This design comes from an exercise in tuning for small area, a short achievable clock period and few clock cycles on the open sky130 flow, not from production work. Only simulation tests tie the RTL to the original design; equivalence was not proved. Power and IR drop assume default switching activity.

// JAM
module JAM (
input CLK,
input RST,
output reg [2:0] W,
output reg [2:0] J,
input [6:0] Cost,
output reg [3:0] MatchCount,
output reg [9:0] MinCost,
output reg Valid );
localparam PASS1 = 3'd0, PASS2 = 3'd1, INIT = 3'd2, SEARCH = 3'd3, FIX = 3'd4, DONE = 3'd5;
reg [2:0] ph;
reg [6:0] v [0:7];      
reg [6:0] u [0:7];      
reg [2:0] arg [0:7];    
reg [7:0] big [0:7];    
reg [9:0] S0;           
reg [6:0] m;            
reg [2:0] am;           
reg [6:0] Vc;           
reg signed [11:0] R;    
reg [9:0] S [0:6];      
reg [2:0] a [0:6];      
reg [2:0] nxj [0:6];    
reg [6:0] hn;           
reg       bt_ok;        
reg [2:0] bt_d;         
integer k;
wire [2:0] d = W;
wire [2:0] j = J;
wire [2:0] dn = d + 3'd1;
wire [6:0] vj = Vc;
wire       c_lt_v = Cost < vj;
wire [6:0] vmin = c_lt_v ? Cost : vj;
wire [6:0] t = Cost - vj;
wire       t_lt_m = (j == 3'd0) || (t < m);
wire [6:0] mnew = t_lt_m ? t : m;
wire [2:0] amnew = t_lt_m ? j : am;
wire signed [11:0] ts = {5'd0, t};
wire       prune = ts > R;
wire       better = ts < R;
wire       leaf = (d == 3'd7);
reg [7:0] used;
always @(*) begin
	used = 8'd0;
	for (k = 0; k < 7; k = k + 1)
		if (k < d) used = used | (8'd1 << a[k]);
end
wire [2:0] argd = arg[d];
wire [6:0] ud = u[d];
reg [6:0] Un;           
wire signed [11:0] un_s = {5'd0, Un};
reg [2:0] argn;
always @(*) begin
	argn = arg[0];
	for (k = 0; k < 7; k = k + 1)
		if (d == k) argn = arg[k + 1];
end
reg [6:0] un2;          
always @(*) begin
	un2 = u[0];
	for (k = 0; k < 6; k = k + 1)
		if (d == k) un2 = u[k + 2];
end
wire       is_top = (j == argd);
wire       skipok = R < 12'sd32;
reg [7:0] gt;
always @(*) begin
  ...
Size: roughly 2700 cells after synthesis, roughly 390 flip-flops, ~30 I/O pins, roughly 23000 um2 of cells after synthesis.
clock: 5.0 ns
lec_check: 0
abc_area: 1
cap_margin: 20
core_margin: 2
core_utilization: 60
slew_margin: 20
run.sh (not shown) runs the stock make flow with config.mk's settings and CLKGATE_MAP_FILE= SYNTH_SCRIPT=/design/flow/synth_recipe.tcl, a recipe that flattens the netlist after the stock synthesis.
Testbench counts at the start, summed over its fixed seeds: cycles 2,334.
Change:
--- a/flow/config.mk
+++ b/flow/config.mk
@@ -6,7 +6,6 @@
 export NUM_CORES = 4
 export LEC_CHECK = 0
-export ABC_AREA = 1
 export CAP_MARGIN = 20
 export CORE_MARGIN = 2
-export CORE_UTILIZATION = 60
+export CORE_UTILIZATION = 40
 export SLEW_MARGIN = 20
Outcome:
- sequential cell count is unchanged
- power came out higher to 2.7 times its value
- via count shrinks by roughly a tenth

* * *

wip/nickel:
JAM, a different RTL version from the one above (not shown whole).
Size in the first run: ~3100 cells after synthesis, roughly 440 flip-flops, ~26000 sq um of cells after synthesis.
make LEC_CHECK=0 ABC_AREA=1 CAP_MARGIN=20 CORE_MARGIN=2 CORE_UTILIZATION=40 CTS_BUF_LIST=sky130_fd_sc_hd__clkbuf_4 SETUP_SLACK_MARGIN=0.8 SLEW_MARGIN=20 finish   # period 5.0 ns
Testbench counts of wip/nickel, summed over its fixed seeds: cycles 1,829.
--- input diff wip/nickel..wip/violet ---
- CTS_BUF_LIST no longer set, was sky130_fd_sc_hd__clkbuf_4
- SETUP_SLACK_MARGIN now 1.1, was 0.8
Findings:
- Every run (wip/nickel and wip/violet) finished clean.
- When wip/violet is set beside wip/nickel, its initial antenna violation count turns out to be 2 smaller.
- Comparing wip/violet with wip/nickel, the clock share of power came out essentially unchanged.
- wip/violet vs wip/nickel: global placer's final weighted congestion up
- Against wip/nickel, global-route wire length before repair in wip/violet rose slightly.
- Setup slack on the worst flop-to-flop path in wip/violet vs wip/nickel: down 0.04 ns
- wip/violet vs. wip/nickel: worst hold slack essentially unchanged; measured slew at the worst slew-check pin increased 0.087 ns.
### wip/violet -> wip/cedar
- SETUP_SLACK_MARGIN: 1.1 -> 0.8
--- outcome ---
- The clock skew was comparable across wip/violet and wip/cedar.
- Count of clock buffers in the final design (higher): wip/cedar
- wip/violet -> wip/cedar: met1 track utilization from global routing flat
- Total routed wire length on the met1 layer: wip/cedar < wip/violet
- Net switching power figure for wip/cedar is lower than for wip/violet.
- wip/cedar gives less top fanout value on the critical path than wip/violet did.
- Comparing wip/violet against wip/cedar, there is no change at all in gate count of the mapped netlist.
- Re height of the die: no difference whatsoever between wip/violet and wip/cedar.
- Against wip/violet, wip/cedar reports a total global routing track utilization that is lower.
- The final reports for wip/cedar and wip/violet show final estimated routing congestion in global placement lower in the former.
[inputs] wip/umber vs wip/cedar
- CTS_BUF_LIST newly set to sky130_fd_sc_hd__clkbuf_8
- CORE_UTILIZATION changed from 40 to 65
==> run summary <==
Diff wip/cedar -> wip/umber: number of DRC markers in iteration 0 climbed 651, length in cells of the worst reg-to-reg path climbed 8, final-stage net count climbed 27, setup slack dropped 0.12 ns. Compared with wip/cedar, in wip/umber total clock network power shrank by 20%; overall power of the completed layout has decreased; growth of design area from synthesis to finish went down 2.5 points; final cell area excluding filler cells went down; die area down about 40%. Summary of wip/umber over wip/cedar: clock sink total was more or less identical, number of buffers and inverters on the critical path went down by 3. Critical path start-end classification = reg -> reg: wip/umber; critical path start-end classification = in -> reg: wip/cedar.

re-timing with driven ports:
In the flow no input, the clock included, has a driving cell. The finished layouts below were timed again as built, in two steps. Step 1 assumes that a clkbuf_16 drives the clock port and a buf_2 every other input. Step 2 also shifts input and output timing later by t, the mid clock arrival at the registers, as if the neighbouring blocks saw the same clock. Slacks: ideal / step 1 / step 2; pairs: ideal / step 1.
run | t, ns | setup slack, ns | hold WS [ns] | clock arrival spread, ns | worst slew at a driven data input, ns
the first run of note 1 | 0.619 | 0.337 / 0.341 / -0.247 | 0.468 / 0.468 / 0.468 | 0.016 / 0.016 | 0.04
the second run of note 1 | 0.639 | 0.317 / 0.317 / -0.254 | 0.477 / 0.477 / 0.477 | 0.037 / 0.036 | 0.05
wip/nickel | 0.950 | 1.020 / 1.020 / 0.250 | 0.476 / 0.476 / 0.476 | 0.073 / 0.074 | 0.04
wip/violet | 0.668 | 0.896 / 0.912 / 0.244 | 0.476 / 0.476 / 0.476 | 0.028 / 0.028 | 0.06
wip/cedar | 0.661 | 0.957 / 0.976 / 0.316 | 0.474 / 0.474 / 0.474 | 0.028 / 0.029 | 0.05
wip/umber | 0.710 | 0.833 / 0.833 / 0.134 | 0.514 / 0.514 / 0.514 | 0.033 / 0.033 | 0.07
Met with ideal ports but missed after step 2: setup timing in the first run of note 1 and the second run of note 1. For wip/nickel, which loses most, drivers alone change the setup slack by 0.000 ns; drivers and shift together by -0.770 ns.
